Optimization exercise on an open flow, not production practice. RTL: at most simulated, not proved equivalent. Power: default activity.

==> flow/design.v <==
module mult_top(
    input clk,
    input  [15:0] x,
    input  [15:0] y,
    output [31:0] p_out
    );
    localparam M = 14;
    wire [36:0] cs;
    wire [12:0] oa;
    wire [11:0] pl;
    lobo_pre pre(.x(x), .y(y), .cs(cs), .oa(oa), .pl(pl));
    reg [36:0] C_vec;    
    reg [12:0] A_vec;    
    reg [11:0] L_vec;    
    always @(posedge clk)
    begin
        C_vec <= cs;
        A_vec <= oa;
        L_vec <= pl;
    end
    wire [M:0] lo;
    wire [19-M:0] hi;
    lobo_sum sum(.cs(C_vec), .oa(A_vec), .lo(lo), .hi(hi));
    reg [11+M:0] P_vec;   
    reg          K_vec;   
    reg [19-M:0] H_vec;   
    always @(posedge clk)
    begin
        P_vec <= {lo[M-1:0], L_vec};
        K_vec <= lo[M];
        H_vec <= hi;
    end
    assign p_out[11+M:0] = P_vec;
    lobo_inc inc(.hi(H_vec), .c(K_vec), .p(p_out[31:12+M]));
endmodule
module lobo_pre(
    input  [15:0] x,
    input  [15:0] y,
    output [36:0] cs,           
    output [12:0] oa,           
    output [11:0] pl            
    );
    wire x11 = x[11];
    wire [15:0] yv = y ^ {16{x11}};
    wire one0 = x[12] ^ x[11];
    wire two0 = ~one0 & (x[13] ^ x[12]);
    wire neg0 = x[13];
    wire one1 = x[14] ^ x[13];
    wire two1 = ~one1 & (x[15] ^ x[14]);
    wire neg1 = x[15];
    wire [10:0] a = x[10:0] ^ {11{x11}};
    wire s10 = a[10];
    wire s9  = ~a[10] & a[9];
    wire s8  = ~a[10] & ~a[9] & a[8];
    wire s0  = ~a[10] & ~a[9] & ~a[8] & (|a[7:0]);
    wire [9:0] x20 = {a[9] & a[10], a[8] & (a[10] | a[9]), a[7:1], a[0] & (a[10] | a[9] | a[8])};
    wire ps = x11 ^ y[15];
    wire [2:0] ya = y[14:12] ^ {3{y[15]}};
    wire k2 = ya[2];
    wire k1 = ~ya[2] & ya[1];
    wire k0 = ~ya[2] & ~ya[1] & ya[0];
    wire [12:0] ov = {{3{ps}}, x20 ^ {10{ps}}};
    assign oa = ({13{k2}} & (ov << 2)) | ({13{k1}} & (ov << 1)) | ({13{k0}} & ov);
    assign pl[0] = (s0 & yv[0]);
    assign pl[1] = (s0 & yv[1]);
    assign pl[2] = (s0 & yv[2]);
    assign pl[3] = (s0 & yv[3]);
    assign pl[4] = (s0 & yv[4]);
    assign pl[5] = (s0 & yv[5]);
    assign pl[6] = (s0 & yv[6]);
    assign pl[7] = (s0 & yv[7]);
    assign pl[8] = (s0 & yv[8]) | (s8 & yv[0]);
    assign pl[9] = (s0 & yv[9]) | (s8 & yv[1]) | (s9 & yv[0]);
    assign pl[10] = (s0 & yv[10]) | (s8 & yv[2]) | (s9 & yv[1]) | (s10 & yv[0]);
    assign pl[11] = (s0 & yv[11]) | (s8 & yv[3]) | (s9 & yv[2]) | (s10 & yv[1]);
    wire w0 = ((one0 & y[0]) ^ neg0);
    wire w1 = (((one0 & y[1]) | (two0 & y[0])) ^ neg0);
    wire w2 = (((one0 & y[2]) | (two0 & y[1])) ^ neg0);
    wire w3 = (((one0 & y[3]) | (two0 & y[2])) ^ neg0);
    wire w4 = (((one0 & y[4]) | (two0 & y[3])) ^ neg0);
    wire w5 = (((one0 & y[5]) | (two0 & y[4])) ^ neg0);
    wire w6 = (((one0 & y[6]) | (two0 & y[5])) ^ neg0);
    wire w7 = (((one0 & y[7]) | (two0 & y[6])) ^ neg0);
    wire w8 = (((one0 & y[8]) | (two0 & y[7])) ^ neg0);
    wire w9 = (((one0 & y[9]) | (two0 & y[8])) ^ neg0);
    wire w10 = (((one0 & y[10]) | (two0 & y[9])) ^ neg0);
    wire w11 = (((one0 & y[11]) | (two0 & y[10])) ^ neg0);
    wire w12 = (((one0 & y[12]) | (two0 & y[11])) ^ neg0);
    wire w13 = (((one0 & y[13]) | (two0 & y[12])) ^ neg0);
    wire w14 = (((one0 & y[14]) | (two0 & y[13])) ^ neg0);
    wire w15 = (((one0 & y[15]) | (two0 & y[14])) ^ neg0);
    wire w16 = ~(((one0 & y[15]) | (two0 & y[15])) ^ neg0);
    wire w17 = ((one1 & y[0]) ^ neg1);
    wire w18 = (((one1 & y[1]) | (two1 & y[0])) ^ neg1);
    wire w19 = (((one1 & y[2]) | (two1 & y[1])) ^ neg1);
    wire w20 = (((one1 & y[3]) | (two1 & y[2])) ^ neg1);
    wire w21 = (((one1 & y[4]) | (two1 & y[3])) ^ neg1);
    wire w22 = (((one1 & y[5]) | (two1 & y[4])) ^ neg1);
    wire w23 = (((one1 & y[6]) | (two1 & y[5])) ^ neg1);
    wire w24 = (((one1 & y[7]) | (two1 & y[6])) ^ neg1);
    wire w25 = (((one1 & y[8]) | (two1 & y[7])) ^ neg1);
    wire w26 = (((one1 & y[9]) | (two1 & y[8])) ^ neg1);
    wire w27 = (((one1 & y[10]) | (two1 & y[9])) ^ neg1);
    wire w28 = (((one1 & y[11]) | (two1 & y[10])) ^ neg1);
    wire w29 = (((one1 & y[12]) | (two1 & y[11])) ^ neg1);
    wire w30 = (((one1 & y[13]) | (two1 & y[12])) ^ neg1);
    wire w31 = (((one1 & y[14]) | (two1 & y[13])) ^ neg1);
    wire w32 = (((one1 & y[15]) | (two1 & y[14])) ^ neg1);
    wire w33 = ~(((one1 & y[15]) | (two1 & y[15])) ^ neg1);
    wire w34 = (s10 & yv[2]) | (s9 & yv[3]) | (s8 & yv[4]) | (s0 & yv[12]);
    wire w35 = (s10 & yv[3]) | (s9 & yv[4]) | (s8 & yv[5]) | (s0 & yv[13]);
    wire w36 = (s10 & yv[4]) | (s9 & yv[5]) | (s8 & yv[6]) | (s0 & yv[14]);
    wire w37 = (s10 & yv[5]) | (s9 & yv[6]) | (s8 & yv[7]) | (s0 & yv[15]);
    wire w38 = (s10 & yv[6]) | (s9 & yv[7]) | (s8 & yv[8]) | (s0 & yv[15]);
    wire w39 = (s10 & yv[7]) | (s9 & yv[8]) | (s8 & yv[9]) | (s0 & yv[15]);
    wire w40 = (s10 & yv[8]) | (s9 & yv[9]) | (s8 & yv[10]) | (s0 & yv[15]);
    wire w41 = (s10 & yv[9]) | (s9 & yv[10]) | (s8 & yv[11]) | (s0 & yv[15]);
    wire w42 = (s10 & yv[10]) | (s9 & yv[11]) | (s8 & yv[12]) | (s0 & yv[15]);
    wire w43 = (s10 & yv[11]) | (s9 & yv[12]) | (s8 & yv[13]) | (s0 & yv[15]);
    wire w44 = (s10 & yv[12]) | (s9 & yv[13]) | (s8 & yv[14]) | (s0 & yv[15]);
    wire w45 = (s10 & yv[13]) | (s9 & yv[14]) | (s8 & yv[15]) | (s0 & yv[15]);
    wire w46 = (s10 & yv[14]) | (s9 & yv[15]) | (s8 & yv[15]) | (s0 & yv[15]);
    wire w47 = ~((s10 | s9 | s8 | s0) & yv[15]);
    wire w48 = w0 ^ neg0 ^ w34;
    wire w49 = (w0 & neg0) | (w34 & (w0 ^ neg0));
    wire w50 = w2 ^ w17 ^ neg1;
    wire w51 = (w2 & w17) | (neg1 & (w2 ^ w17));
    wire w52 = w3 ^ w18 ^ w37;
    wire w53 = (w3 & w18) | (w37 & (w3 ^ w18));
    wire w54 = w4 ^ w19 ^ w38;
    wire w55 = (w4 & w19) | (w38 & (w4 ^ w19));
    wire w56 = w5 ^ w20 ^ w39;
    wire w57 = (w5 & w20) | (w39 & (w5 ^ w20));
    wire w58 = w6 ^ w21 ^ w40;
    wire w59 = (w6 & w21) | (w40 & (w6 ^ w21));
    wire w60 = w7 ^ w22 ^ w41;
    wire w61 = (w7 & w22) | (w41 & (w7 ^ w22));
    wire w62 = w8 ^ w23 ^ w42;
    wire w63 = (w8 & w23) | (w42 & (w8 ^ w23));
    wire w64 = w9 ^ w24 ^ w43;
    wire w65 = (w9 & w24) | (w43 & (w9 ^ w24));
    wire w66 = w10 ^ w25 ^ w44;
    wire w67 = (w10 & w25) | (w44 & (w10 ^ w25));
    wire w68 = w11 ^ w26 ^ w45;
    wire w69 = (w11 & w26) | (w45 & (w11 ^ w26));
    wire w70 = w12 ^ w27 ^ w46;
    wire w71 = (w12 & w27) | (w46 & (w12 ^ w27));
    wire w72 = w13 ^ w28 ^ w47;
    wire w73 = (w13 & w28) | (w47 & (w13 ^ w28));
    assign cs[0] = w48;    
    assign cs[1] = w1;    
    assign cs[2] = w35;    
    assign cs[3] = w49;    
    assign cs[4] = w36;    
    assign cs[5] = w50;    
    assign cs[6] = w51;    
    assign cs[7] = w52;    
    assign cs[8] = w53;    
    assign cs[9] = w54;    
    assign cs[10] = w55;    
    assign cs[11] = w56;    
    assign cs[12] = w57;    
    assign cs[13] = w58;    
    assign cs[14] = w59;    
    assign cs[15] = w60;    
    assign cs[16] = w61;    
    assign cs[17] = w62;    
    assign cs[18] = w63;    
    assign cs[19] = w64;    
    assign cs[20] = w65;    
    assign cs[21] = w66;    
    assign cs[22] = w67;    
    assign cs[23] = w68;    
    assign cs[24] = w69;    
    assign cs[25] = w70;    
    assign cs[26] = w71;    
    assign cs[27] = w72;    
    assign cs[28] = w14;    
    assign cs[29] = w29;    
    assign cs[30] = w73;    
    assign cs[31] = w15;    
    assign cs[32] = w30;    
    assign cs[33] = w16;    
    assign cs[34] = w31;    
    assign cs[35] = w32;    
    assign cs[36] = w33;    
endmodule
module lobo_sum(
    input  [36:0] cs,
    input  [12:0] oa,
    output [14:0] lo,           
    output [5:0] hi            
    );
    wire w74 = cs[1] ^ cs[2] ^ cs[3];
    wire w75 = (cs[1] & cs[2]) | (cs[3] & (cs[1] ^ cs[2]));
    wire w76 = cs[4] ^ cs[5] ^ oa[2];
    wire w77 = (cs[4] & cs[5]) | (oa[2] & (cs[4] ^ cs[5]));
    wire w78 = cs[6] ^ cs[7] ^ oa[3];
    wire w79 = (cs[6] & cs[7]) | (oa[3] & (cs[6] ^ cs[7]));
    wire w80 = cs[8] ^ cs[9] ^ oa[4];
    wire w81 = (cs[8] & cs[9]) | (oa[4] & (cs[8] ^ cs[9]));
    wire w82 = cs[10] ^ cs[11] ^ oa[5];
    wire w83 = (cs[10] & cs[11]) | (oa[5] & (cs[10] ^ cs[11]));
    wire w84 = cs[12] ^ cs[13] ^ oa[6];
    wire w85 = (cs[12] & cs[13]) | (oa[6] & (cs[12] ^ cs[13]));
    wire w86 = cs[14] ^ cs[15] ^ oa[7];
    wire w87 = (cs[14] & cs[15]) | (oa[7] & (cs[14] ^ cs[15]));
    wire w88 = cs[16] ^ cs[17] ^ oa[8];
    wire w89 = (cs[16] & cs[17]) | (oa[8] & (cs[16] ^ cs[17]));
    wire w90 = cs[18] ^ cs[19] ^ oa[9];
    wire w91 = (cs[18] & cs[19]) | (oa[9] & (cs[18] ^ cs[19]));
    wire w92 = cs[20] ^ cs[21] ^ oa[10];
    wire w93 = (cs[20] & cs[21]) | (oa[10] & (cs[20] ^ cs[21]));
    wire w94 = cs[22] ^ cs[23] ^ oa[11];
    wire w95 = (cs[22] & cs[23]) | (oa[11] & (cs[22] ^ cs[23]));
    wire w96 = cs[24] ^ cs[25] ^ oa[12];
    wire w97 = (cs[24] & cs[25]) | (oa[12] & (cs[24] ^ cs[25]));
    wire w98 = cs[26] ^ cs[27] ^ ~oa[12];
    wire w99 = (cs[26] & cs[27]) | (~oa[12] & (cs[26] ^ cs[27]));
    wire w100 = ~(cs[28] ^ cs[29]);
    wire w101 = cs[28] | cs[29];
    wire w102 = ~(cs[31] ^ cs[32]);
    wire w103 = cs[31] | cs[32];
    wire w104 = cs[33] ^ cs[34];
    wire w105 = cs[33] & cs[34];
    wire w106 = cs[30] ^ w99 ^ w100;
    wire w107 = (cs[30] & w99) | (w100 & (cs[30] ^ w99));
    wire w108 = w101 ^ w102;
    wire w109 = w101 & w102;
    wire w110 = w103 ^ w104;
    wire w111 = w103 & w104;
    wire w112 = ~(cs[35] ^ w105);
    wire w113 = cs[35] | w105;
    wire [19:0] ra = {1'b1, cs[36], w111, w109, w107, w106, w97, w95, w93, w91, w89, w87, w85, w83, w81, w79, w77, w75, oa[1], cs[0]};
    wire [19:0] rb = {1'b0, w113, w112, w110, w108, 1'b0, w98, w96, w94, w92, w90, w88, w86, w84, w82, w80, w78, w76, w74, oa[0]};
    assign lo = {1'b0, ra[13:0]} + {1'b0, rb[13:0]};
    assign hi = ra[19:14] + rb[19:14];
endmodule
module lobo_inc(
    input  [5:0] hi,
    input  c,
    output [5:0] p
    );
    assign p = hi + c;
endmodule
module LOBOq2_12bit_1C_v2(
    input [15:0] x,
    input [15:0] y,
    output [31:0] p
    );
    wire [36:0] cs;
    wire [12:0] oa;
    wire [14:0] lo;
    wire [5:0] hi;
    lobo_pre pre(.x(x), .y(y), .cs(cs), .oa(oa), .pl(p[11:0]));
    lobo_sum sum(.cs(cs), .oa(oa), .lo(lo), .hi(hi));
    assign p[25:12] = lo[13:0];
    lobo_inc inc(.hi(hi), .c(lo[14]), .p(p[31:26]));
endmodule
==> flow/flow/run.sh <==
#!/bin/bash
# Standard layout, with the smallest buffer (buf_1) on every input and output
# port, and a clock tree of clkbuf_8 without dummy loads.
set -euo pipefail
export BUFFER_PORTS_ARGS="-buffer_cell sky130_fd_sc_hd__buf_1"
export CTS_ARGS="-sink_clustering_enable -repair_clock_nets -dont_use_dummy_load -buf_list sky130_fd_sc_hd__clkbuf_8"
bash standard.sh > standard.log 2>&1
==> flow/standard.sh <==
#!/bin/bash
# synth_recipe.tcl (not shown) runs the flow's synth.tcl, then flattens the netlist and writes it again
# the make line also repeats each setting of config.mk as NAME=value (left out here)
make -C /OpenROAD-flow-scripts/flow DESIGN_CONFIG=/design/flow/config.mk WORK_HOME=/design/flow/orfs CLKGATE_MAP_FILE= SYNTH_SCRIPT=/design/flow/synth_recipe.tcl "${@:-finish}"
==> flow/config.mk <==
export PLATFORM = sky130hd
export DESIGN_NAME = mult_top
export DESIGN_NICKNAME = mult_top
export VERILOG_FILES = /design/flow/design.v
export SDC_FILE = /design/flow/constraint.sdc
export NUM_CORES = 4
export LEC_CHECK = 0
export ABC_AREA = 1
export CAP_MARGIN = 20
export CORE_MARGIN = 2
export CORE_UTILIZATION = 40
export SETUP_SLACK_MARGIN = 2.8
export SLEW_MARGIN = 20
==> flow/constraint.sdc <==
create_clock -name core_clock -period 5.2 [get_ports {clk}]
set_input_delay 1.0400 -clock core_clock [delete_from_list [all_inputs] [get_ports {clk}]]
set_output_delay 1.0400 -clock core_clock [all_outputs]
set_load 0.01 [all_outputs]
==> impl_metrics.yaml, run 1 <==
outcome:
  status: "timing/DRC/antenna clean"
critical_path:
  slowest_stage: "dfxtp_2"
  critPathRequiredTime_ns: 4.16
  cp-start-kind: "register"
  cp_max_fo: 3
  critPathCaptureType: "primary output"
  slowest_delay_ns: 0.34
  crit_buf_inv: 1
  cp_top_family: "flip-flops"
  cp_data_arrival_time_ns: 1.40
  crit_path_cell_trace: "ha_4, ha_4, nand3_2, xnor2_1, buf_2"
  crit_path_frequent_cell: "ha_4"
  path_class: "reg2out"
place:
  post_dp_cell_area_sq_mm: 0.00590
  dpl.hpwl_mm: 10.6
  placed_cells: 872
  routabilityCongestion: 1.02
  portBuffers: 64
route:
  post-route-drc-count: 0
  wirelength_mm: 14.1
  viasPerCell: 5.05
  firstDrtPassIters: 5
  drt-initial-drc-count: 378
  num_vias: 4559
  avgRoutedWirePerCell_um: 15.6
  drtAntennaViolNets: 0
floorplanning:
  core-area_sq_mm: 0.0132
  dieHeight_um: 121
  die_w_um: 121
  ios: 65
  dieArea_sq_mm: 0.0145
  start_util_pct: 41.1
  num_rows: 42
power:
  power_leakage_uw: 0.00308
  ir_drop_uv: 196
  total_power_uw: 3170
  power.density_mw_per_mm2: 474
  seqPwrFrac_pct: 33.2
  p_clk_share_pct: 12.2
  power_switching_uw: 1370
  comb_power_share_pct: 54.6
  swShare_pct: 43.1
  p_int_uw: 1800
timing:
  period_share_pct: 46.9
  setup-violations-final: 0
  worst_pin_slew_ns: 0.563
  hold_violations: 0
  rsz0062_at_grt: "yes"
  final.setup.tns_ns: 0
  skew_ns: 0.0222
  slew_viol_final: 0
  whs_ns: 0.331
  max_slew_margin_pct: 62.4
  max_freq_mhz: 410
  period_minus_slack_ns: 2.44
grt:
  grt_pass1_vias: 4211
  grt_pass1_wl_mm: 21.5
  grt-ovfl-total: 0
  grt_max_degree: 22
  grt.total_usage_pct: 19.4
  antenna_found_initial: 0
clock_tree:
  clk_pin_slew_ns: 0.09
  cts_tree: "built"
  cts_buffers: 9
  clock-sinks: 95
  cts.htree.levels: 3
  clk_latency_ns: 0.38
  clk_path_buf_depth: 2
  cts-root-buf: "clkbuf_8"
yosys:
  ys_types: 40
  synth_top_family_by_area: "simple AND/OR/NAND/NOR gates"
  ys.flop_type: "dfxtp_1"
  synth_fa_ha_area_share_pct: 15.9
  yosysTopAreaCellShare_pct: 35.0
  synth_compound_area_share_pct: 8.93
  synth_xor_xnor_area_share_pct: 13.5
  syn_area_sq_mm: 0.00544
  syn_nets: 732
  yosys.area_share.simple_pct: 19.1
  syn-instance-count: 646
  synth_mux_area_share_pct: 0
  ys_seq_area_share_pct: 35.0
  synth_edf_count: 0
  ys_seq_elements: 95
  synthArstFlopShare_pct: 0
  yosysTopAreaCell: "dfxtp_1"
  ys_warn_count: 1
  avgSynthCellArea_sq_um: 8.42
  ys_top_cells_by_area: "dfxtp_1, nand2_1, fa_1, xor2_1, ha_1"
cells_and_area:
  final_area_sq_mm: 0.00669
  layout_commonest_cell: "nand2_1"
  fin_cells: 903
  diodes: 0
  finish.net_count: 815
  synthToLayoutAreaGrowth_pct: 23.0
  drive_gt1_share_pct: 16.2
  num-fill-cells: 1271
  mostFrequentLayoutCells: "nand2_1, dfxtp_1, inv_1, buf_1, nor2_1"
hold_path:
  hp-class: "reg2reg"
job:
  cap_violations: 0
[layout make-up]
class / count / area (sq um) / share of cell area [%]
timing repair buffer: 88 / 577 / 8.63
sequential: 95 / 1900 / 28.5
inverter: 75 / 289 / 4.32
clock buffer: 9 / 124 / 1.85
multi-input combinational: 460 / 3570 / 53.4
tap: 176 / 220 / 3.29
[synthesized netlist by cell type (3+ instances only)]
master / number
ha_1: 26
nor2_1: 42
a21oi_1: 24
xnor2_1: 17
buf_2: 7
o22ai_1: 37
o21ai_1: 3
o211ai_1: 7
dfxtp_1: 95
nand2_1: 163
nand2_2: 5
xor2_1: 50
buf_1: 3
a21o_1: 3
fa_1: 27
inv_2: 5
buf_6: 3
o21ai_0: 3
inv_1: 69
nand3_1: 31
[worst paths after layout]
kind	from	endpoint	slack (ns)	cells after the start
worst min-delay path	L_vec[5]	P_vec[5]	0.33	0
worst min register to register	L_vec[5]	P_vec[5]	0.33	0
worst max-delay path	H_vec[0]	p_out[30]	2.76	5
worst max register to register	A_vec[12]	H_vec[5]	3.05	8
[flip-flops by register name, indices dropped and copies added, names as in the netlist]
name   cells
C_vec     37
K_vec      1
A_vec     13
L_vec     12
H_vec      6
P_vec     26
[per-stage QoR]
| stage | setup slack [ns] | utilization, % |
|---|---|---|
| floorplan | 2.64 | - |
| global placement | 1.91 | 44.5 |
| detailed placement | 1.77 | 44.5 |
| CTS | 2.72 | 47.6 |
| global route | 2.67 | 50.5 |
| finish | 2.76 | 50.5 |
[timing repair]
item	in CTS	in global routing
gates resized for setup	36	41
hold buffers	0	0
endpoints found under the setup margin	48	27
buffers inserted	9	8
cloned	0	5
pin swaps	10	14
hold endpoints to repair	0	0
[cell families (layout without fill, tap and decap cells)]
kind of cell | after synthesis | after routing
AO/OA/AOI/OAI | 81 | 81
XOR/XNOR | 74 | 74
adder cells (fa/ha/maj) | 53 | 53
buffers and inverters | 92 | 172
flip-flops | 95 | 95
AND/OR/NAND/NOR | 251 | 252
[routing by layer]
layer | track usage, % | wire length (um) | vias up
met1 | 24.7 | 6220 | 2124
met3 | 4.76 | 965 | 28
li1 | - | - | 2217
met4 | 6.61 | 379 | 0
met2 | 32.2 | 6520 | 190
met5 | 0 | 0 | -
[power groups by stage]
stage	combinational [uW]	clock, uW	sequential [uW]
after floorplan	1210	0	1080
after global placement	1590	0	1060
after detailed placement	1620	0	1060
after CTS	1680	400	1050
after global routing	1980	425	1070
final	1730	388	1050
==> run 2, diff against run 1 <==
--- a/flow/config.mk
+++ b/flow/config.mk
@@ -10,4 +10,4 @@
 export CORE_MARGIN = 2
 export CORE_UTILIZATION = 40
-export SETUP_SLACK_MARGIN = 2.8
+export SETUP_SLACK_MARGIN = 2.5
 export SLEW_MARGIN = 20
==> run 2 against run 1 <==
  * Die area stayed put
  * First-iteration DRC count decreased by 33%
  * Non-clock buffer count decreased by 20
  * Critical path type is now in2reg
  * Largest cell class unchanged
  * Largest power group unchanged
==> impl_metrics.yaml, run 2 <==
route:
  drtAntennaViolNets: 0
  num_vias: 4311
  wirelength_mm: 12.8
  viasPerCell: 4.89
  avgRoutedWirePerCell_um: 14.5
  post-route-drc-count: 0
  firstDrtPassIters: 5
  drt-initial-drc-count: 255
yosys:
  syn_area_sq_mm: 0.00544
  ys_top_cells_by_area: "dfxtp_1, nand2_1, fa_1, xor2_1, ha_1"
  synth_top_cells_by_count: "nand2_1, dfxtp_1, inv_1"
  yosysTopAreaCellShare_pct: 35.0
  synth_edf_count: 0
  ys_types: 40
  ys_seq_area_share_pct: 35.0
  avgSynthCellArea_sq_um: 8.42
  yosysTopAreaCell: "dfxtp_1"
  synthArstFlopShare_pct: 0
  ys.flop_type: "dfxtp_1"
  ys_warn_count: 1
  ys_seq_elements: 95
  yosysMostFrequentCell: "nand2_1"
  syn-instance-count: 646
  syn_nets: 732
cells_and_area:
  finish.net_count: 794
  final_util_pct: 45.1
  synthToLayoutAreaGrowth_pct: 9.94
  diodes: 0
  mostFrequentLayoutCells: "nand2_1, dfxtp_1, inv_1, buf_1, xor2_1"
  layout_commonest_cell: "nand2_1"
  largest_reg_flops: 37
  drive_gt1_share_pct: 5.52
  reg_top3: "C_vec: 37 flops, P_vec: 26 flops, A_vec: 13 flops"
  largest_register: "C_vec"
  final_area_sq_mm: 0.00598
power:
  seqPwrFrac_pct: 34.4
  p_int_uw: 1730
  ir_drop_uv: 177
  comb_power_share_pct: 53.2
  power_leakage_uw: 0.00284
  total_power_uw: 3020
  p_clk_share_pct: 12.4
  swShare_pct: 42.8
  power_switching_uw: 1290
  power.density_mw_per_mm2: 505
critical_path:
  worstReg2RegEnd: "H_vec[5]"
  critPathCaptureType: "register"
  path_class: "in2reg"
  cp-start-kind: "input port"
  reg2reg_depth: 8
  r2r_slack_ns: 3.04
  cp_data_arrival_time_ns: 2.85
  critPathRequiredTime_ns: 5.46
  cp_max_fo: 21
  reg2reg_from: "A_vec[12]"
grt:
  grt-ovfl-total: 0
  top_usage_layer: "met2"
  grt_pass1_wl_mm: 21.2
  groute.layer.met2.usage_pct: 30.1
  grt.total_usage_pct: 18.8
  grt_max_degree: 32
  antenna_found_initial: 0
  grt_pass1_vias: 4266
  grtUsageMet1_pct: 25.8
  grt.met3_usage_pct: 3.44
place:
  dpl.hpwl_mm: 10.4
  portBuffers: 64
  post_dp_cell_area_sq_mm: 0.00578
  routabilityCongestion: 0.888
clock_tree:
  clock-sinks: 95
  cts_buffers: 9
  cts-root-buf: "clkbuf_8"
  clk_latency_ns: 0.37
  clk_pin_slew_ns: 0.10
  cts_tree: "built"
  cts.htree.levels: 3
  clk_path_buf_depth: 2
hold_path:
  holdPathEnd: "P_vec[8]"
  hp-class: "reg2reg"
  hold_depth: 0
  hp-start: "L_vec[8]"
floorplanning:
  ios: 65
  num_rows: 42
  start_util_pct: 41.1
  die_w_um: 121
  dieHeight_um: 121
  core-area_sq_mm: 0.0132
  dieArea_sq_mm: 0.0145
timing:
  final.setup.tns_ns: 0
  slew_viol_final: 0
  period_share_pct: 49.8
  setup-violations-final: 0
  hold_violations: 0
  skew_ns: 0.0301
  max_slew_margin_pct: 61.6
  worst_pin_slew_ns: 0.576
  rsz0062_at_grt: "no"
  max_freq_mhz: 387
  period_minus_slack_ns: 2.59
job:
  cap_violations: 0
outcome:
  status: "timing/DRC/antenna clean"
-- run 2: cell counts after synthesis --
No cell type changed its count.
-- run 2: cells by family after synthesis --
group,after synthesis,synth area share [%]
XOR/XNOR,74,13.5
buffers and inverters,92,7.62
AND/OR/NAND/NOR,251,19.1
adder cells (fa/ha/maj),53,15.9
flip-flops,95,35.0
AO/OA/AOI/OAI,81,8.93
-- run 2: stage by stage --
| step | setup slack [ns] | hold WS [ns] | instances |
|---|---|---|---|
| 6_report | 2.61 | 0.327 | 882 |
| 5_1_grt | 2.51 | 0.335 | 882 |
| 4_1_cts | 2.54 | 0.323 | 880 |
| 3_5_place_dp | 1.35 | 0.312 | 871 |
| 3_3_place_gp | 1.45 | 0.311 | 871 |
| 2_1_floorplan | 2.58 | 0.310 | 646 |
-- run 2: worst max-delay path, stage by stage --
cell,delay [ns]
buf_1,0.08
buf_6,0.18
or2_1,0.28
nand2_4,0.20
nand2_4,0.16
o22ai_1,0.19
xor2_1,0.26
fa_1,0.45
-- run 2: power groups by stage --
| stage | clock network, uW | logic [uW] | registers [uW] |
|---|---|---|---|
| 2_1_floorplan | 0 | 1200 | 1080 |
| 3_3_place_gp | 0 | 1570 | 1060 |
| 3_5_place_dp | 0 | 1600 | 1060 |
| 4_1_cts | 398 | 1610 | 1040 |
| 5_1_grt | 425 | 1860 | 1060 |
| 6_report | 376 | 1610 | 1040 |
-- run 2: final cells by class --
type,count,area [sq um]
multi-input cells,459,3160
flip-flops and latches,95,1900
clock buffers,9,124
fillers,1344,7260
well taps,176,220
inverters,75,287
repair buffers,68,285
-- run 2: worst max path at each step --
stage | depth (start not counted) | slack (ns) | from | end
after floorplan | 9 | 2.58 | x[11] | C_vec[11]
after global placement | 8 | 1.45 | x[11] | C_vec[23]
after detailed placement | 8 | 1.35 | x[11] | C_vec[17]
after CTS | 8 | 2.54 | x[11] | C_vec[17]
after global routing | 8 | 2.51 | x[13] | C_vec[11]
final | 8 | 2.61 | x[13] | C_vec[11]
-- run 2: timing repair --
| item | CTS | global route |
|---|---|---|
| hold buffers | 0 | 0 |
| pin swaps | 0 | 1 |
| endpoints found under the setup margin | 49 | 21 |
| resized for setup | 9 | 4 |
| setup buffers | 0 | 2 |
-- run 2: metal layers --
layer	share of wire (%)	vias to the layer above
met4	1.7	0
met5	0	-
met1	50	2016
met2	45	109
met3	3.5	16
li1	-	2170
==> run 3, diff against run 2 <==
--- a/flow/config.mk
+++ b/flow/config.mk
@@ -10,4 +10,5 @@
 export CORE_MARGIN = 2
 export CORE_UTILIZATION = 40
-export SETUP_SLACK_MARGIN = 2.5
+export SETUP_SLACK_MARGIN = 2.7
 export SLEW_MARGIN = 20
+export TNS_END_PERCENT = 10
==> run 3 against run 2 <==
  * Still clean
  * Sequential power is essentially flat
  * Critical path depth is the same
  * Core utilization grew 2.6 points
  * Combinational power grew 3%
  * Fmax grew 3.9%
  * Global-route usage grew 1.6 points
  * Critical endpoint is now C_vec[27]
  * Largest cell class unchanged
==> impl_metrics.yaml, run 3 <==
outcome:
  status: "timing/DRC/antenna clean"
timing:
  period_share_pct: 47.9
  setup-violations-final: 0
  hold_violations: 0
  period_minus_slack_ns: 2.49
  max_slew_margin_pct: 60.7
  max_freq_mhz: 402
  rsz0062_at_grt: "yes"
  worst_pin_slew_ns: 0.587
  final.setup.tns_ns: 0
  skew_ns: 0.0183
  slew_viol_final: 0
clock_tree:
  hold_buffers: 0
  cts_buffers: 9
  cts.htree.levels: 3
  clk_path_buf_depth: 2
  cts-root-buf: "clkbuf_8"
  clock-sinks: 95
  cts_tree: "built"
  clk_pin_slew_ns: 0.08
  clk_latency_ns: 0.38
place:
  post_dp_cell_area_sq_mm: 0.00587
  routabilityCongestion: 0.962
  portBuffers: 64
  dpl.hpwl_mm: 11.2
grt:
  grt.total_usage_pct: 20.4
  antenna_found_initial: 0
  grt_pass1_vias: 4256
  grt_pass1_wl_mm: 22.5
  grt-ovfl-total: 0
  grt_max_degree: 22
critical_path:
  crit_path_frequent_cell: "nand2_4"
  cp_data_arrival_time_ns: 2.74
  cp_top_family: "simple AND/OR/NAND/NOR gates"
  critPathCaptureType: "register"
  cp_max_fo: 21
  crit_buf_inv: 2
  crit_path_cell_trace: "buf_1, buf_6, or2_1, nand2_4, nand2_4, o22ai_1, xor2_1, fa_1"
  path_class: "in2reg"
  slowest_delay_ns: 0.44
  critPathRequiredTime_ns: 5.45
  slowest_stage: "fa_1"
  cp-start-kind: "input port"
cells_and_area:
  num-fill-cells: 1320
  finish.net_count: 806
  layout_commonest_cell: "nand2_1"
  multi_input_area_sq_mm: 0.00334
  synthToLayoutAreaGrowth_pct: 16.2
  regArea_sq_mm: 0.00190
  mostFrequentLayoutCells: "nand2_1, dfxtp_1, inv_1, buf_1, xor2_1"
  drive_gt1_share_pct: 10.4
  largest_reg_flops: 37
  largest_register: "C_vec"
  reg_top3: "C_vec: 37 flops, P_vec: 26 flops, A_vec: 13 flops"
  final_area_sq_mm: 0.00632
  diodes: 0
yosys:
  synth_edf_count: 0
  synth_xor_xnor_area_share_pct: 13.5
  ys_seq_elements: 95
  syn_nets: 732
  yosysTopAreaCellShare_pct: 35.0
  avgSynthCellArea_sq_um: 8.42
  yosysMostFrequentCell: "nand2_1"
  synth_top_cells_by_count: "nand2_1, dfxtp_1, inv_1"
  synthArstFlopShare_pct: 0
  yosys.area_share.simple_pct: 19.1
  ys_top_cells_by_area: "dfxtp_1, nand2_1, fa_1, xor2_1, ha_1"
  synth_fa_ha_area_share_pct: 15.9
  ys_seq_area_share_pct: 35.0
  ys_types: 40
  syn_area_sq_mm: 0.00544
  ys.flop_type: "dfxtp_1"
  ys_warn_count: 1
  syn-instance-count: 646
  yosysTopAreaCell: "dfxtp_1"
  synth_compound_area_share_pct: 8.93
  synth_mux_area_share_pct: 0
  synth_top_family_by_area: "simple AND/OR/NAND/NOR gates"
power:
  power_leakage_uw: 0.00296
  ir_drop_uv: 189
  power.density_mw_per_mm2: 491
route:
  post-route-drc-count: 0
  drt-initial-drc-count: 252
  num_vias: 4381
  wirelength_mm: 14.0
  firstDrtPassIters: 5
  viasPerCell: 4.90
  avgRoutedWirePerCell_um: 15.7
  drtAntennaViolNets: 0
floorplanning:
  start_util_pct: 41.1
  num_rows: 42
  die_w_um: 121
  dieHeight_um: 121
  ios: 65
  dieArea_sq_mm: 0.0145
  core-area_sq_mm: 0.0132
hold_path:
  hp-class: "reg2reg"
job:
  cap_violations: 0
==> run 3: cell count changes in the layout (fill, tap and decap cells not counted), moves of 5 or more <==
cell	before	now
o22ai_1	37	22
o22ai_2	0	15
buf_4	3	10
buf_12	0	5
==> run 3: final timing paths <==
check	from	end	slack, ns	cells past startpoint
worst max-delay path	x[13]	C_vec[27]	2.71	8
worst min-delay path	L_vec[6]	P_vec[6]	0.32	0
worst max register to register	A_vec[12]	H_vec[5]	3.02	8
worst min register to register	L_vec[6]	P_vec[6]	0.32	0
==> run 3: metal layers <==
layer / GRT usage (%) / routed length (um) / share of wire, %
met2: 33.3 / 6500 / 46
met4: 5.74 / 259 / 1.8
met5: 0 / 0 / 0
met3: 3.73 / 579 / 4.1
met1: 27.7 / 6680 / 48
==> run 3: cells by family after synthesis <==
group / Yosys count
buf+inv: 92
xor+xnor: 74
simple gates: 251
compound gates: 81
fa+ha+maj: 53
flops: 95
==> run 3: report_power, final <==
group	switching [uW]	internal (uW)	total, uW
sequential	99.1	956	1050
combinational	1010	659	1660
clock	229	155	384
total	1330	1770	3100
==> run 3: through the flow <==
stage | util [%] | cells | total power (uW) | hold slack [ns] | setup slack (ns)
after global placement | 44.4 | 872 | 2660 | 0.310 | 1.78
after floorplan | - | 646 | 2290 | 0.310 | 2.64
after global routing | 47.7 | 894 | 3410 | 0.328 | 2.65
final | 47.7 | 894 | 3100 | 0.322 | 2.71
after CTS | 46.6 | 889 | 3100 | 0.320 | 2.66
after detailed placement | 44.4 | 872 | 2680 | 0.313 | 1.72
==> run 3: area by class of cell <==
cell class	count	area share (%)
sequential	95	30.2
multi-input combinational	459	52.9
timing repair buffer	80	6.89
clock buffer	9	1.96
inverter	75	4.62
tap	176	3.49
==> run 3: repair_timing <==
action                                  in CTS  in global routing
buffers inserted                             8                  5
gates resized for setup                     16                 20
pin swaps                                    4                  3
endpoints found under the setup margin      39                 26
==> run 4, diff against run 3 <==
--- a/flow/config.mk
+++ b/flow/config.mk
@@ -12,3 +12,2 @@
 export SETUP_SLACK_MARGIN = 2.7
 export SLEW_MARGIN = 20
-export TNS_END_PERCENT = 10
==> run 4 against run 3 <==
  * Still clean
  * Via count grew 0.48%
  * Clock power shrank 2%
  * Global-route usage shrank 1.3 points
  * Area after synthesis is the same
  * Clock skew is essentially flat
  * Largest cell class unchanged
  * Highest routed layer unchanged
==> impl_metrics.yaml, run 4 <==
outcome:
  status: "timing/DRC/antenna clean"
place:
  portBuffers: 64
  dpl.hpwl_mm: 10.6
  routabilityCongestion: 0.970
  placed_cells: 872
critical_path:
  reg2reg_from: "A_vec[12]"
  critPathCaptureType: "primary output"
  path_class: "reg2out"
  cp_max_fo: 3
  critPathRequiredTime_ns: 4.16
  crit_path_cell_trace: "ha_4, ha_4, nand3_2, xnor2_1, buf_2"
  slowest_stage: "dfxtp_2"
  worstReg2RegEnd: "H_vec[5]"
  cp_top_family: "flip-flops"
  cp-start-kind: "register"
  crit_buf_inv: 1
  r2r_slack_ns: 3.03
  reg2reg_depth: 8
  cp_data_arrival_time_ns: 1.39
  crit_path_frequent_cell: "ha_4"
  slowest_delay_ns: 0.35
job:
  cap_violations: 0
hold_path:
  hp-start: "L_vec[0]"
  hp-class: "reg2reg"
  holdPathEnd: "P_vec[0]"
  hold_depth: 0
clock_tree:
  cts-root-buf: "clkbuf_8"
  cts.htree.levels: 3
  clock-sinks: 95
  clk_latency_ns: 0.38
  cts_buffers: 9
  clk_pin_slew_ns: 0.09
  clk_path_buf_depth: 2
  cts_tree: "built"
  hold_buffers: 0
timing:
  hold_violations: 0
  setup-violations-final: 0
  slew_viol_final: 0
  whs_ns: 0.328
  rsz0062_at_grt: "yes"
  final.setup.tns_ns: 0
  max_freq_mhz: 411
  worst_pin_slew_ns: 0.491
  period_share_pct: 46.8
  period_minus_slack_ns: 2.43
  max_slew_margin_pct: 67.2
  skew_ns: 0.0187
power:
  power_leakage_uw: 0.00296
  power.density_mw_per_mm2: 491
  ir_drop_uv: 191
  total_power_uw: 3080
route:
  num_vias: 4402
  viasPerCell: 4.92
  drtAntennaViolNets: 0
  avgRoutedWirePerCell_um: 14.8
  drt-initial-drc-count: 382
  wirelength_mm: 13.2
  firstDrtPassIters: 5
  post-route-drc-count: 0
cells_and_area:
  reg_top3: "C_vec: 37 flops, P_vec: 26 flops, A_vec: 13 flops"
  fin_cells: 894
  drive_gt1_share_pct: 10.6
  finish.net_count: 806
  synthToLayoutAreaGrowth_pct: 15.2
  diodes: 0
  largest_register: "C_vec"
  largest_reg_flops: 37
  layout_commonest_cell: "nand2_1"
  mostFrequentLayoutCells: "nand2_1, dfxtp_1, inv_1, buf_1, xor2_1"
floorplanning:
  start_util_pct: 41.1
  num_rows: 42
  dieArea_sq_mm: 0.0145
  ios: 65
  dieHeight_um: 121
  core-area_sq_mm: 0.0132
  die_w_um: 121
yosys:
  yosysTopAreaCell: "dfxtp_1"
  ys_seq_area_share_pct: 35.0
  synth_top_cells_by_count: "nand2_1, dfxtp_1, inv_1"
  syn_nets: 732
  synth_edf_count: 0
  ys.flop_type: "dfxtp_1"
  ys_warn_count: 1
  ys_top_cells_by_area: "dfxtp_1, nand2_1, fa_1, xor2_1, ha_1"
  syn-instance-count: 646
  ys_seq_elements: 95
  ys_types: 40
  yosysTopAreaCellShare_pct: 35.0
  avgSynthCellArea_sq_um: 8.42
  synthArstFlopShare_pct: 0
  syn_area_sq_mm: 0.00544
  yosysMostFrequentCell: "nand2_1"
grt:
  grt.total_usage_pct: 19.2
  antenna_found_initial: 0
  grt_pass1_vias: 4210
  grt_pass1_wl_mm: 21.3
  grt-ovfl-total: 0
  grt_max_degree: 21
## run 4: through the flow
step | worst slack, ns | utilization, % | area [sq um]
finish | 2.77 | 47.3 | 6270
global route | 2.68 | 47.3 | 6270
CTS | 2.70 | 46.5 | 6150
detailed placement | 1.64 | 44.5 | 5890
global placement | 1.83 | 44.5 | 5890
floorplan | 2.64 | - | 5570
## run 4: worst max-delay path by stage
stage,from,to,cells past startpoint,slack [ns]
after global placement,x[13],C_vec[23],8,1.83
after CTS,K_vec,p_out[30],5,2.70
after detailed placement,x[13],C_vec[9],8,1.64
after global routing,H_vec[0],p_out[30],5,2.68
final,H_vec[0],p_out[30],5,2.77
after floorplan,x[11],C_vec[11],10,2.64
## run 4: metal layers
layer  vias up  global-route usage (%)  part of all wire [%]
li1       2196                       -                     -
met1      2016                    26.5                    47
met2       164                    29.1                    44
met3        26                    3.49                   6.1
met4         0                    8.65                   3.1
met5         -                       0                     0
## run 4: worst register-to-register path: cells and delay by family, from the launching register on
| kind | cells | cell delay, ns |
|---|---|---|
| AO/OA/AOI/OAI | 1 | 0.10 |
| buffers and inverters | 1 | 0.07 |
| AND/OR/NAND/NOR | 2 | 0.11 |
| flip-flops | 1 | 0.32 |
| adder cells (fa/ha/maj) | 4 | 1.51 |
## run 4: where the power goes
| group | total [uW] | internal (uW) | switching (uW) | leakage [uW] |
|---|---|---|---|---|
| Sequential | 1050 | 956 | 95.7 | 0.000796 |
| Clock | 378 | 155 | 223 | 0.0000647 |
| Combinational | 1650 | 654 | 994 | 0.00210 |
## run 4: layout make-up
| class | instances | area, sq um |
|---|---|---|
| multi-input cells | 459 | 3300 |
| repair buffers | 80 | 424 |
| flip-flops and latches | 95 | 1900 |
| clock buffers | 9 | 124 |
| inverters | 75 | 289 |
| well taps | 176 | 220 |
| fillers | 1336 | 6980 |
## run 4: logic make-up (layout without fill, tap and decap cells)
kind of cell,after synthesis,in the layout,synth area share [%]
flops,95,95,35.0
buf+inv,92,164,7.62
compound gates,81,81,8.93
simple gates,251,251,19.1
fa+ha+maj,53,53,15.9
xor+xnor,74,74,13.5
## run 4: what timing repair did
action,CTS,global route
cloned,0,0
setup buffers,8,5
setup endpoints to repair,35,16
pin swaps,5,5
hold endpoints to repair,0,0
gates resized for setup,19,13
==> run 5, diff against run 4 <==
--- a/flow/config.mk
+++ b/flow/config.mk
@@ -10,4 +10,5 @@
 export CORE_MARGIN = 2
 export CORE_UTILIZATION = 40
+export PLACE_DENSITY = 0.45
 export SETUP_SLACK_MARGIN = 2.7
 export SLEW_MARGIN = 20
==> run 5 against run 4 <==
  * Still clean on timing, DRC and antenna
  * Non-clock buffer count down 2
  * Die area unchanged
  * Combinational power up 2%
  * Sequential share of layout area down 0.23 points
  * Clock power up 2%
  * Clock skew up 0.015 ns
  * Design area up 0.76%
  * Critical path type is now in2reg
==> impl_metrics.yaml, run 5 <==
yosys:
  ys_warn_count: 1
  ys_types: 40
  ys_seq_area_share_pct: 35.0
  synth_edf_count: 0
  syn_nets: 732
  yosysTopAreaCell: "dfxtp_1"
  syn-instance-count: 646
  syn_area_sq_mm: 0.00544
  synth_top_cells_by_count: "nand2_1, dfxtp_1, inv_1"
  ys_top_cells_by_area: "dfxtp_1, nand2_1, fa_1, xor2_1, ha_1"
  ys_seq_elements: 95
  ys.flop_type: "dfxtp_1"
  synthArstFlopShare_pct: 0
  yosysMostFrequentCell: "nand2_1"
  avgSynthCellArea_sq_um: 8.42
  yosysTopAreaCellShare_pct: 35.0
timing:
  skew_ns: 0.0336
  final.setup.tns_ns: 0
  max_freq_mhz: 407
  period_minus_slack_ns: 2.46
  max_slew_margin_pct: 65.0
  hold_violations: 0
  rsz0062_at_grt: "yes"
  period_share_pct: 47.3
  whs_ns: 0.308
  setup_slack_ns: 2.74
  slew_viol_final: 0
  setup-violations-final: 0
  worst_pin_slew_ns: 0.523
cells_and_area:
  largest_register: "C_vec"
  finish.net_count: 804
  final_area_sq_mm: 0.00631
  diodes: 0
  largest_reg_flops: 37
  layout_commonest_cell: "nand2_1"
  synthToLayoutAreaGrowth_pct: 16.1
  final_util_pct: 47.7
  num-fill-cells: 1373
  mostFrequentLayoutCells: "nand2_1, dfxtp_1, inv_1, buf_1, xor2_1"
  reg_top3: "C_vec: 37 flops, P_vec: 26 flops, A_vec: 13 flops"
  drive_gt1_share_pct: 11.0
grt:
  grt.met3_usage_pct: 3.44
  groute.layer.met2.usage_pct: 33.5
  top_usage_layer: "met2"
  antenna_found_initial: 0
  grt-ovfl-total: 0
  grtUsageMet1_pct: 24.7
  grt_max_degree: 22
  grt_pass1_vias: 4349
  grt.total_usage_pct: 19.7
  grt_pass1_wl_mm: 21.8
hold_path:
  hp-start: "L_vec[11]"
  hold_depth: 0
  hp-class: "reg2reg"
  holdPathEnd: "P_vec[11]"
clock_tree:
  clock-sinks: 95
  cts.htree.levels: 3
  cts_tree: "built"
  clk_latency_ns: 0.39
  cts_buffers: 9
  cts-root-buf: "clkbuf_8"
  clk_pin_slew_ns: 0.09
  hold_buffers: 0
  clk_path_buf_depth: 2
critical_path:
  cp_max_fo: 21
  critPathCaptureType: "register"
  crit_buf_inv: 3
  slowest_stage: "fa_1"
  cp_top_family: "adder cells"
  path_class: "in2reg"
  cp-start-kind: "input port"
  worstReg2RegEnd: "H_vec[5]"
  cp_data_arrival_time_ns: 2.67
  reg2reg_from: "A_vec[12]"
  r2r_slack_ns: 3.01
  critPathRequiredTime_ns: 5.41
  reg2reg_depth: 8
  slowest_delay_ns: 0.50
  crit_path_cell_trace: "buf_1, buf_12, inv_1, nand2_1, nand2_1, nand2_8, o22ai_2, xor2_1, fa_1"
  crit_path_frequent_cell: "nand2_1"
floorplanning:
  dieHeight_um: 121
  start_util_pct: 41.1
  ios: 65
  core-area_sq_mm: 0.0132
  die_w_um: 121
  num_rows: 42
  dieArea_sq_mm: 0.0145
power:
  power_leakage_uw: 0.00297
  ir_drop_uv: 173
  power.density_mw_per_mm2: 495
route:
  viasPerCell: 4.84
  post-route-drc-count: 0
  num_vias: 4321
  firstDrtPassIters: 4
  drtAntennaViolNets: 0
  wirelength_mm: 13.4
  drt-initial-drc-count: 141
  avgRoutedWirePerCell_um: 15.0
place:
  routabilityCongestion: 0.889
  dpl.hpwl_mm: 10.7
  post_dp_cell_area_sq_mm: 0.00589
  place_ws_ns: 1.56
  portBuffers: 64
outcome:
  status: "timing/DRC/antenna clean"
job:
  cap_violations: 0
run 5: per-layer routing:
metal  share of wire (%)  vias to the layer above  routed length, um
li1                    -                     2196                  -
met1                  44                     2018               5890
met2                  49                       95               6550
met3                 5.0                       12                663
met4                 2.0                        0                269
met5                   0                        -                  0
run 5: worst max-delay path by stage:
stage | to | start | cells after the start
finish | C_vec[30] | x[13] | 9
global route | C_vec[15] | x[13] | 8
CTS | C_vec[27] | x[11] | 8
detailed placement | C_vec[9] | x[11] | 10
global placement | C_vec[17] | x[11] | 10
floorplan | C_vec[11] | x[11] | 10
run 5: repair_timing:
item / in CTS / in global routing
pin swaps: 3 / 5
setup endpoints to repair: 49 / 32
setup buffers: 5 / 6
hold endpoints to repair: 0 / 0
resized for setup: 20 / 20
run 5: cell families (layout without fill, tap and decap cells):
family | count (synthesis) | in the layout | share of synthesized area, %
compound gates | 81 | 81 | 8.93
xor+xnor | 74 | 74 | 13.5
fa+ha+maj | 53 | 53 | 15.9
buf+inv | 92 | 162 | 7.62
flops | 95 | 95 | 35.0
simple gates | 251 | 251 | 19.1
run 5: area by class of cell:
| class | count | area, sq um | share of cell area [%] |
|---|---|---|---|
| clock buffers | 9 | 124 | 1.96 |
| inverters | 75 | 289 | 4.58 |
| multi-input cells | 459 | 3360 | 53.2 |
| flip-flops and latches | 95 | 1900 | 30.2 |
| well taps | 176 | 220 | 3.49 |
| repair buffers | 78 | 415 | 6.58 |
run 5: power by group:
| part | switching, uW | internal (uW) |
|---|---|---|
| Sequential | 96.5 | 956 |
| Clock | 230 | 155 |
| Combinational | 1020 | 662 |
run 5: through the flow:
| step | power (uW) | std cells |
|---|---|---|
| floorplan | 2290 | 646 |
| global route | 3440 | 892 |
| finish | 3120 | 892 |
| global placement | 2690 | 872 |
| CTS | 3150 | 886 |
| detailed placement | 2710 | 872 |
==> run 6, diff against run 5 <==
--- a/flow/config.mk
+++ b/flow/config.mk
@@ -10,5 +10,5 @@
 export CORE_MARGIN = 2
 export CORE_UTILIZATION = 40
-export PLACE_DENSITY = 0.45
+export PLACE_DENSITY = 0.75
 export SETUP_SLACK_MARGIN = 2.7
 export SLEW_MARGIN = 20
==> run 6 against run 5 <==
  * Fmax increased by 1.3%
  * Setup slack improved by 0.032 ns
  * Clock skew decreased by 0.0049 ns
  * Non-clock buffer count increased by 2
  * Critical endpoint is now C_vec[15]
  * Highest routed layer unchanged
==> impl_metrics.yaml, run 6 <==
outcome:
  status: "timing/DRC/antenna clean"
place:
  routabilityCongestion: 0.937
  portBuffers: 64
  post_dp_cell_area_sq_mm: 0.00589
  dpl.hpwl_mm: 9.42
  placed_cells: 872
power:
  power_switching_uw: 1320
  ir_drop_uv: 168
  comb_power_share_pct: 54.1
  swShare_pct: 42.6
  p_clk_share_pct: 11.9
  total_power_uw: 3090
  power_leakage_uw: 0.00299
  power.density_mw_per_mm2: 483
  p_int_uw: 1770
  seqPwrFrac_pct: 33.9
grt:
  grt-ovfl-total: 0
  grt_pass1_vias: 4037
  grt_pass1_wl_mm: 19.8
  antenna_found_initial: 0
  grt.total_usage_pct: 17.4
  grt_max_degree: 22
route:
  wirelength_mm: 12.1
  viasPerCell: 4.82
  post-route-drc-count: 0
  drtAntennaViolNets: 0
  avgRoutedWirePerCell_um: 13.6
  drt-initial-drc-count: 265
  num_vias: 4306
  firstDrtPassIters: 5
yosys:
  syn_nets: 732
  ys_types: 40
  avgSynthCellArea_sq_um: 8.42
  synth_top_cells_by_count: "nand2_1, dfxtp_1, inv_1"
  ys_warn_count: 1
  ys_seq_elements: 95
  yosysTopAreaCell: "dfxtp_1"
  yosysMostFrequentCell: "nand2_1"
  syn_area_sq_mm: 0.00544
  synthArstFlopShare_pct: 0
  ys_seq_area_share_pct: 35.0
  ys_top_cells_by_area: "dfxtp_1, nand2_1, fa_1, xor2_1, ha_1"
  synth_edf_count: 0
  ys.flop_type: "dfxtp_1"
  syn-instance-count: 646
  yosysTopAreaCellShare_pct: 35.0
cells_and_area:
  num-fill-cells: 1290
  regArea_sq_mm: 0.00190
  finish.net_count: 806
  drive_gt1_share_pct: 13.0
  final_area_sq_mm: 0.00640
  mostFrequentLayoutCells: "nand2_1, dfxtp_1, inv_1, buf_1, xor2_1"
  layout_commonest_cell: "nand2_1"
  synthToLayoutAreaGrowth_pct: 17.7
  multi_input_area_sq_mm: 0.00340
  largest_reg_flops: 37
  fin_cells: 894
  largest_register: "C_vec"
  reg_top3: "C_vec: 37 flops, P_vec: 26 flops, A_vec: 13 flops"
  diodes: 0
clock_tree:
  cts.htree.levels: 3
  cts-root-buf: "clkbuf_8"
  hold_buffers: 0
  clk_pin_slew_ns: 0.08
  cts_tree: "built"
  clk_latency_ns: 0.36
  clk_path_buf_depth: 2
  cts_buffers: 9
  clock-sinks: 95
critical_path:
  slowest_delay_ns: 0.43
  worstReg2RegEnd: "H_vec[5]"
  cp-start-kind: "input port"
  reg2reg_depth: 8
  cp_data_arrival_time_ns: 2.66
  path_class: "in2reg"
  r2r_slack_ns: 3.02
  crit_path_start: "x[13]"
  slowest_stage: "fa_1"
  critPathRequiredTime_ns: 5.43
  crit_path_end: "C_vec[15]"
  critPathCaptureType: "register"
  cp_top_family: "buffers and inverters"
  cp_max_fo: 21
  reg2reg_from: "A_vec[12]"
  critical_path_depth: 8
  crit_path_cell_trace: "buf_1, buf_8, or2_1, nand2_4, buf_12, o22ai_1, xor2_1, fa_1"
  crit_buf_inv: 3
timing:
  rsz0062_at_grt: "yes"
  slew_viol_final: 0
  period_minus_slack_ns: 2.43
  period_share_pct: 46.7
  hold_violations: 0
  final.setup.tns_ns: 0
  whs_ns: 0.320
  max_freq_mhz: 412
  worst_pin_slew_ns: 0.461
  skew_ns: 0.0287
  max_slew_margin_pct: 69.2
  setup-violations-final: 0
floorplanning:
  dieArea_sq_mm: 0.0145
  core-area_sq_mm: 0.0132
  die_w_um: 121
  ios: 65
  dieHeight_um: 121
  start_util_pct: 41.1
  num_rows: 42
hold_path:
  hp-start: "L_vec[7]"
  hp-class: "reg2reg"
job:
  cap_violations: 0
## run 6: cell counts after synthesis
No cell type changed its count.
## run 6: routing by layer
layer / global-route usage (%) / vias to the layer above / wire length, um
li1: - / 2188 / -
met1: 23.1 / 1972 / 5540
met2: 28.7 / 127 / 5730
met3: 3.07 / 19 / 656
met4: 5.52 / 0 / 210
met5: 0 / - / 0
## run 6: kinds of logic after synthesis
group	after synthesis	share of synthesized area [%]
simple gates	251	19.1
buf+inv	92	7.62
xor+xnor	74	13.5
compound gates	81	8.93
fa+ha+maj	53	15.9
flops	95	35.0
## run 6: worst min path at each step
stage / to / slack (ns) / cells after the start
floorplan: P_vec[0] / 0.31 / 0
global placement: P_vec[2] / 0.31 / 0
detailed placement: P_vec[0] / 0.31 / 0
CTS: P_vec[7] / 0.32 / 0
global route: P_vec[7] / 0.33 / 0
finish: P_vec[7] / 0.32 / 0
## run 6: layout make-up
cell class | count | area share, %
Multi-Input combinational cell | 459 | 53.2
Sequential cell | 95 | 29.7
Timing Repair Buffer | 80 | 7.17
Inverter | 75 | 4.55
Tap cell | 176 | 3.44
Clock buffer | 9 | 1.93
## run 6: metrics by stage
step	worst slack [ns]	utilization, %
floorplan	2.64	-
global placement	1.77	44.5
detailed placement	1.72	44.5
CTS	2.67	46.6
global route	2.69	48.3
finish	2.77	48.3
## run 6: what timing repair did
item | in CTS | in global routing
setup buffers | 7 | 5
cloned | 0 | 1
resized for setup | 17 | 35
endpoints found under the setup margin | 43 | 37
pin swaps | 4 | 1
## run 6: power groups by stage
stage	logic, uW	registers (uW)	clock network (uW)
after floorplan	1210	1080	0
after global placement	1570	1060	0
after detailed placement	1610	1060	0
after CTS	1650	1050	388
after global routing	1930	1070	415
final	1670	1050	369
==> run 7, diff against run 6 <==
--- a/flow/config.mk
+++ b/flow/config.mk
@@ -6,9 +6,8 @@
 export NUM_CORES = 4
 export LEC_CHECK = 0
-export ABC_AREA = 1
+export ABC_AREA = 0
 export CAP_MARGIN = 20
 export CORE_MARGIN = 2
 export CORE_UTILIZATION = 40
-export PLACE_DENSITY = 0.75
 export SETUP_SLACK_MARGIN = 2.7
 export SLEW_MARGIN = 20
==> run 7 against run 6 <==
  * Still clean on timing, DRC and antenna
  * Largest power group unchanged
  * Clock skew shrank 0.0098 ns
  * Worst hold slack gained 0.012 ns
  * Clock power up 6.0%
  * Critical endpoint is now C_vec[21]
  * Synthesized cell count rose by 20%
  * Largest cell class unchanged
  * Non-clock buffer count rose by 8
  * Register-to-register slack worse by 0.24 ns
  * Clock-buffer cell count did not move
==> impl_metrics.yaml, run 7 <==
place:
  post_dp_cell_area_sq_mm: 0.00686
  portBuffers: 64
  routabilityCongestion: 0.915
  dpl.hpwl_mm: 12.7
grt:
  groute.layer.met2.usage_pct: 34.1
  grt_pass1_vias: 5504
  top_usage_layer: "met2"
  grt_pass1_wl_mm: 30.3
  grt.met3_usage_pct: 3.31
  grt.total_usage_pct: 21.7
  grtUsageMet1_pct: 29.6
  grt-ovfl-total: 0
  grt_max_degree: 54
  antenna_found_initial: 0
critical_path:
  critPathCaptureType: "register"
  path_class: "in2reg"
  cp_max_fo: 5
  cp-start-kind: "input port"
  cp_data_arrival_time_ns: 2.81
  critPathRequiredTime_ns: 5.44
cells_and_area:
  synthToLayoutAreaGrowth_pct: 15.8
  drive_gt1_share_pct: 17.3
  finish.net_count: 869
  mostFrequentLayoutCells: "dfxtp_1, nor2_1, nand2_1, a21oi_1, buf_1"
  diodes: 0
  final_util_pct: 47.7
  reg_top3: "C_vec: 37 flops, P_vec: 26 flops, A_vec: 13 flops"
  final_area_sq_mm: 0.00761
  layout_commonest_cell: "dfxtp_1"
  largest_register: "C_vec"
  largest_reg_flops: 37
power:
  power.density_mw_per_mm2: 379
  ir_drop_uv: 184
  comb_power_share_pct: 52.1
  p_clk_share_pct: 13.6
  p_int_uw: 1730
  power_leakage_uw: 0.00288
  seqPwrFrac_pct: 34.4
  power_switching_uw: 1150
  total_power_uw: 2880
  swShare_pct: 40.0
timing:
  max_freq_mhz: 388
  worst_pin_slew_ns: 0.762
  hold_violations: 0
  skew_ns: 0.0189
  period_share_pct: 49.6
  period_minus_slack_ns: 2.58
  max_slew_margin_pct: 49.2
  final.setup.tns_ns: 0
  slew_viol_final: 0
  rsz0062_at_grt: "yes"
  setup-violations-final: 0
yosys:
  ys.flop_type: "dfxtp_1"
  syn_nets: 858
  ys_seq_area_share_pct: 28.9
  yosysMostFrequentCell: "dfxtp_1"
  ys_top_cells_by_area: "dfxtp_1, fa_1, ha_1, a21oi_1, clkbuf_1"
  syn_area_sq_mm: 0.00657
  syn-instance-count: 772
  synthArstFlopShare_pct: 0
  ys_seq_elements: 95
  yosysTopAreaCellShare_pct: 28.9
  ys_warn_count: 1
  ys_types: 68
  synth_top_cells_by_count: "dfxtp_1, clkbuf_1, nor2_1"
  synth_edf_count: 0
  yosysTopAreaCell: "dfxtp_1"
  avgSynthCellArea_sq_um: 8.51
clock_tree:
  clk_latency_ns: 0.37
  clock-sinks: 95
  clk_path_buf_depth: 2
  cts-root-buf: "clkbuf_8"
  cts.htree.levels: 3
  cts_tree: "built"
  clk_pin_slew_ns: 0.08
  cts_buffers: 9
route:
  post-route-drc-count: 0
  wirelength_mm: 18.9
  drt-initial-drc-count: 644
  avgRoutedWirePerCell_um: 18.9
  firstDrtPassIters: 5
  num_vias: 5959
  drtAntennaViolNets: 0
  viasPerCell: 5.98
floorplanning:
  dieHeight_um: 132
  ios: 65
  dieArea_sq_mm: 0.0175
  start_util_pct: 41.2
  core-area_sq_mm: 0.0159
  num_rows: 46
  die_w_um: 132
job:
  cap_violations: 0
hold_path:
  hp-class: "reg2reg"
outcome:
  status: "timing/DRC/antenna clean"
run 7: cell count changes after synthesis, sizes merged, moves of 14 or more:
cell | before | now
a21oi | 24 | 57
nand3 | 32 | 8
clkbuf | 0 | 65
nor2b | 0 | 14
nand2 | 170 | 59
xor2 | 53 | 11
a221oi | 0 | 23
inv | 75 | 26
o21ai | 6 | 38
maj3 | 0 | 17
a211oi | 0 | 16
nor2 | 43 | 66
run 7: kinds of logic (layout without fill, tap and decap cells):
group,after synthesis,count (layout),synth area share (%)
AO/OA/AOI/OAI,256,256,28.0
AND/OR/NAND/NOR,186,187,13.2
buffers and inverters,115,123,7.14
flip-flops,95,95,28.9
adder cells (fa/ha/maj),70,70,15.8
XOR/XNOR,37,37,4.93
multiplexers,13,13,2.02
run 7: what timing repair did:
action,CTS,global route
hold buffers,0,0
setup buffers,11,3
setup endpoints to repair,53,28
hold endpoints to repair,0,0
resized for setup,65,44
pin swaps,11,19
gates cloned,6,0
run 7: layer usage:
| layer | up-vias | routed length (um) |
|---|---|---|
| li1 | 2810 | - |
| met2 | 270 | 8660 |
| met1 | 2833 | 8270 |
| met3 | 46 | 1330 |
| met4 | 0 | 609 |
| met5 | - | 0 |
run 7: power by group through the flow:
stage / sequential (uW) / clock [uW] / combinational, uW
final: 990 / 391 / 1500
after global routing: 1010 / 428 / 1670
after CTS: 985 / 403 / 1390
after detailed placement: 1000 / 0 / 1330
after global placement: 1000 / 0 / 1290
after floorplan: 1010 / 0 / 996
run 7: worst paths after layout:
| path | start | endpoint | slack, ns | cells after the start |
|---|---|---|---|---|
| worst max-delay path | x[11] | C_vec[21] | 2.62 | 8 |
| worst min-delay path | L_vec[7] | P_vec[7] | 0.33 | 0 |
| worst max register to register | C_vec[1] | P_vec[24] | 2.78 | 7 |
| worst min register to register | L_vec[7] | P_vec[7] | 0.33 | 0 |
run 7: worst max-delay path, cell delays in order:
cell and delay [ns]:
clkbuf_16 0.13, buf_6 0.11, nor4_4 0.30, mux2i_4 0.13, o21a_4 0.25, a221oi_4 0.30
o21ai_2 0.10, fa_1 0.44
run 7: layout make-up:
type	count	area, sq um
multi-input combinational	563	4600
tap	216	270
fill	1531	8330
clock buffer	9	124
timing repair buffer	88	611
inverter	26	97.6
sequential	95	1900
run 7: stage by stage:
step | setup WS, ns | std cells | hold WS (ns)
after floorplan | 2.45 | 772 | 0.310
after global placement | 1.67 | 968 | 0.314
after detailed placement | 1.58 | 968 | 0.312
after CTS | 2.68 | 994 | 0.333
after global routing | 2.58 | 997 | 0.350
final | 2.62 | 997 | 0.332
==> run 8, diff against run 7 <==
--- a/flow/config.mk
+++ b/flow/config.mk
@@ -6,8 +6,8 @@
 export NUM_CORES = 4
 export LEC_CHECK = 0
-export ABC_AREA = 0
+export ABC_AREA = 1
 export CAP_MARGIN = 20
 export CORE_MARGIN = 2
 export CORE_UTILIZATION = 40
-export SETUP_SLACK_MARGIN = 2.7
+export SETUP_SLACK_MARGIN = 2.65
 export SLEW_MARGIN = 20
==> run 8 against run 7 <==
  * Area after synthesis fell by 17%
  * Design area decreased by 18%
  * Highest routed layer unchanged
  * First-iteration DRC count fell by 15%
  * Clock skew decreased by 0.0058 ns
  * Largest cell class unchanged
  * Clock-buffer cell count stayed put
  * Non-clock buffer count is 5 lower
==> impl_metrics.yaml, run 8 <==
yosys:
  synth_edf_count: 0
  syn_nets: 732
  ys_top_cells_by_area: "dfxtp_1, nand2_1, fa_1, xor2_1, ha_1"
  syn_area_sq_mm: 0.00544
  yosysMostFrequentCell: "nand2_1"
  syn-instance-count: 646
  ys_seq_elements: 95
  synthArstFlopShare_pct: 0
  ys_warn_count: 1
  ys_types: 40
  ys.flop_type: "dfxtp_1"
  yosysTopAreaCell: "dfxtp_1"
  synth_top_cells_by_count: "nand2_1, dfxtp_1, inv_1"
  ys_seq_area_share_pct: 35.0
  yosysTopAreaCellShare_pct: 35.0
  avgSynthCellArea_sq_um: 8.42
critical_path:
  slowest_delay_ns: 0.48
  cp_top_family: "simple AND/OR/NAND/NOR gates"
  crit_buf_inv: 2
  path_class: "in2reg"
  cp_data_arrival_time_ns: 2.79
  reg2reg_from: "A_vec[12]"
  cp_max_fo: 21
  crit_path_frequent_cell: "nand2_4"
  crit_path_cell_trace: "buf_1, buf_12, or2_1, nand2_4, nand2_4, o22ai_1, xor2_1, fa_1"
  cp-start-kind: "input port"
  critPathRequiredTime_ns: 5.44
  crit_path_start: "x[13]"
  slowest_stage: "fa_1"
  critPathCaptureType: "register"
grt:
  grt-ovfl-total: 0
  antenna_found_initial: 0
  grt_pass1_wl_mm: 21.5
  grt_pass1_vias: 4322
  grt.total_usage_pct: 19.4
  grt_max_degree: 22
cells_and_area:
  drive_gt1_share_pct: 9.99
  synthToLayoutAreaGrowth_pct: 15.3
  reg_top3: "C_vec: 37 flops, P_vec: 26 flops, A_vec: 13 flops"
  final_area_sq_mm: 0.00627
  finish.net_count: 809
  diodes: 0
  largest_reg_flops: 37
  fin_cells: 897
  largest_register: "C_vec"
  layout_commonest_cell: "nand2_1"
  mostFrequentLayoutCells: "nand2_1, dfxtp_1, inv_1, buf_1, xor2_1"
floorplanning:
  dieArea_sq_mm: 0.0145
  die_w_um: 121
  num_rows: 42
  start_util_pct: 41.1
  ios: 65
  core-area_sq_mm: 0.0132
  dieHeight_um: 121
place:
  post_dp_cell_area_sq_mm: 0.00587
  routabilityCongestion: 0.939
  dpl.hpwl_mm: 10.7
  portBuffers: 64
  placed_cells: 872
clock_tree:
  clock-sinks: 95
  cts.htree.levels: 3
  clk_pin_slew_ns: 0.08
  hold_buffers: 0
  cts_tree: "built"
  clk_path_buf_depth: 2
  cts-root-buf: "clkbuf_8"
  clk_latency_ns: 0.37
  cts_buffers: 9
power:
  power_switching_uw: 1320
  comb_power_share_pct: 53.6
  p_clk_share_pct: 12.4
  power.density_mw_per_mm2: 493
  power_leakage_uw: 0.00296
  swShare_pct: 42.8
  ir_drop_uv: 195
  p_int_uw: 1770
  seqPwrFrac_pct: 34.0
route:
  firstDrtPassIters: 5
  viasPerCell: 5.00
  drtAntennaViolNets: 0
  drt-initial-drc-count: 548
  post-route-drc-count: 0
  wirelength_mm: 13.7
  num_vias: 4485
  avgRoutedWirePerCell_um: 15.3
timing:
  hold_violations: 0
  final.setup.tns_ns: 0
  rsz0062_at_grt: "yes"
  slew_viol_final: 0
  skew_ns: 0.0131
  period_minus_slack_ns: 2.55
  worst_pin_slew_ns: 0.713
  period_share_pct: 49.0
  setup-violations-final: 0
  max_freq_mhz: 392
  max_slew_margin_pct: 52.4
hold_path:
  hp-class: "reg2reg"
  hp-start: "L_vec[10]"
outcome:
  status: "timing/DRC/antenna clean"
job:
  cap_violations: 0
==> run 8: cell types whose count changed in the layout (fill, tap and decap cells not counted), sizes merged, moves of 13 or more <==
cell    change
a21oi      -33
a221oi     -23
o22ai      +13
inv        +49
xor2       +42
maj3       -17
nand3      +24
nand2     +111
o21ai      -32
a211oi     -16
nor2       -23
nor2b      -14
==> run 8: power by group through the flow <==
stage / Combinational (uW) / Clock, uW / Sequential [uW]
4_1_cts: 1640 / 401 / 1050
5_1_grt: 1920 / 424 / 1070
6_report: 1660 / 382 / 1050
3_3_place_gp: 1580 / 0 / 1060
3_5_place_dp: 1610 / 0 / 1070
2_1_floorplan: 1210 / 0 / 1080
==> run 8: final cells by class <==
| class | instances | area (sq um) |
|---|---|---|
| fillers | 1316 | 6980 |
| inverters | 75 | 289 |
| repair buffers | 83 | 437 |
| flip-flops and latches | 95 | 1900 |
| clock buffers | 9 | 124 |
| multi-input cells | 459 | 3290 |
| well taps | 176 | 220 |
==> run 8: worst register-to-register path, delay by kind of cell (launching register included) <==
family	cells	cell delay, ns
buf+inv	1	0.07
fa+ha+maj	4	1.50
compound gates	1	0.11
flops	1	0.32
simple gates	2	0.12
==> run 8: worst paths after layout <==
kind / endpoint / slack [ns] / depth (start not counted)
min reg2reg: P_vec[10] / 0.32 / 0
min: P_vec[10] / 0.32 / 0
max: C_vec[11] / 2.65 / 8
max reg2reg: H_vec[5] / 3.01 / 8
==> run 8: cells by family (layout without fill, tap and decap cells) <==
group                    count (synthesis)  in the layout  synth area share [%]
flip-flops                              95             95                  35.0
XOR/XNOR                                74             74                  13.5
buffers and inverters                   92            167                  7.62
AO/OA/AOI/OAI                           81             81                  8.93
AND/OR/NAND/NOR                        251            251                  19.1
adder cells (fa/ha/maj)                 53             53                  15.9
==> run 8: metal layers <==
metal	wire length, um	up-vias	GRT usage [%]
met3	755	18	3.58
met2	6650	160	32.6
met4	216	0	5.09
met5	0	-	0
met1	6110	2107	25.6
li1	-	2200	-
==> run 8: metrics by stage <==
stage / power (uW) / util (%) / worst slack (ns) / hold slack [ns]
2_1_floorplan: 2290 / - / 2.64 / 0.310
4_1_cts: 3090 / 46.1 / 2.64 / 0.323
5_1_grt: 3420 / 47.3 / 2.59 / 0.330
6_report: 3090 / 47.3 / 2.65 / 0.320
3_5_place_dp: 2680 / 44.4 / 1.82 / 0.312
3_3_place_gp: 2650 / 44.4 / 1.90 / 0.312
==> run 8: repair_timing <==
item,CTS,global route
buffers inserted,2,14
pin swaps,2,5
gates resized for setup,17,11
endpoints found under the setup margin,28,24
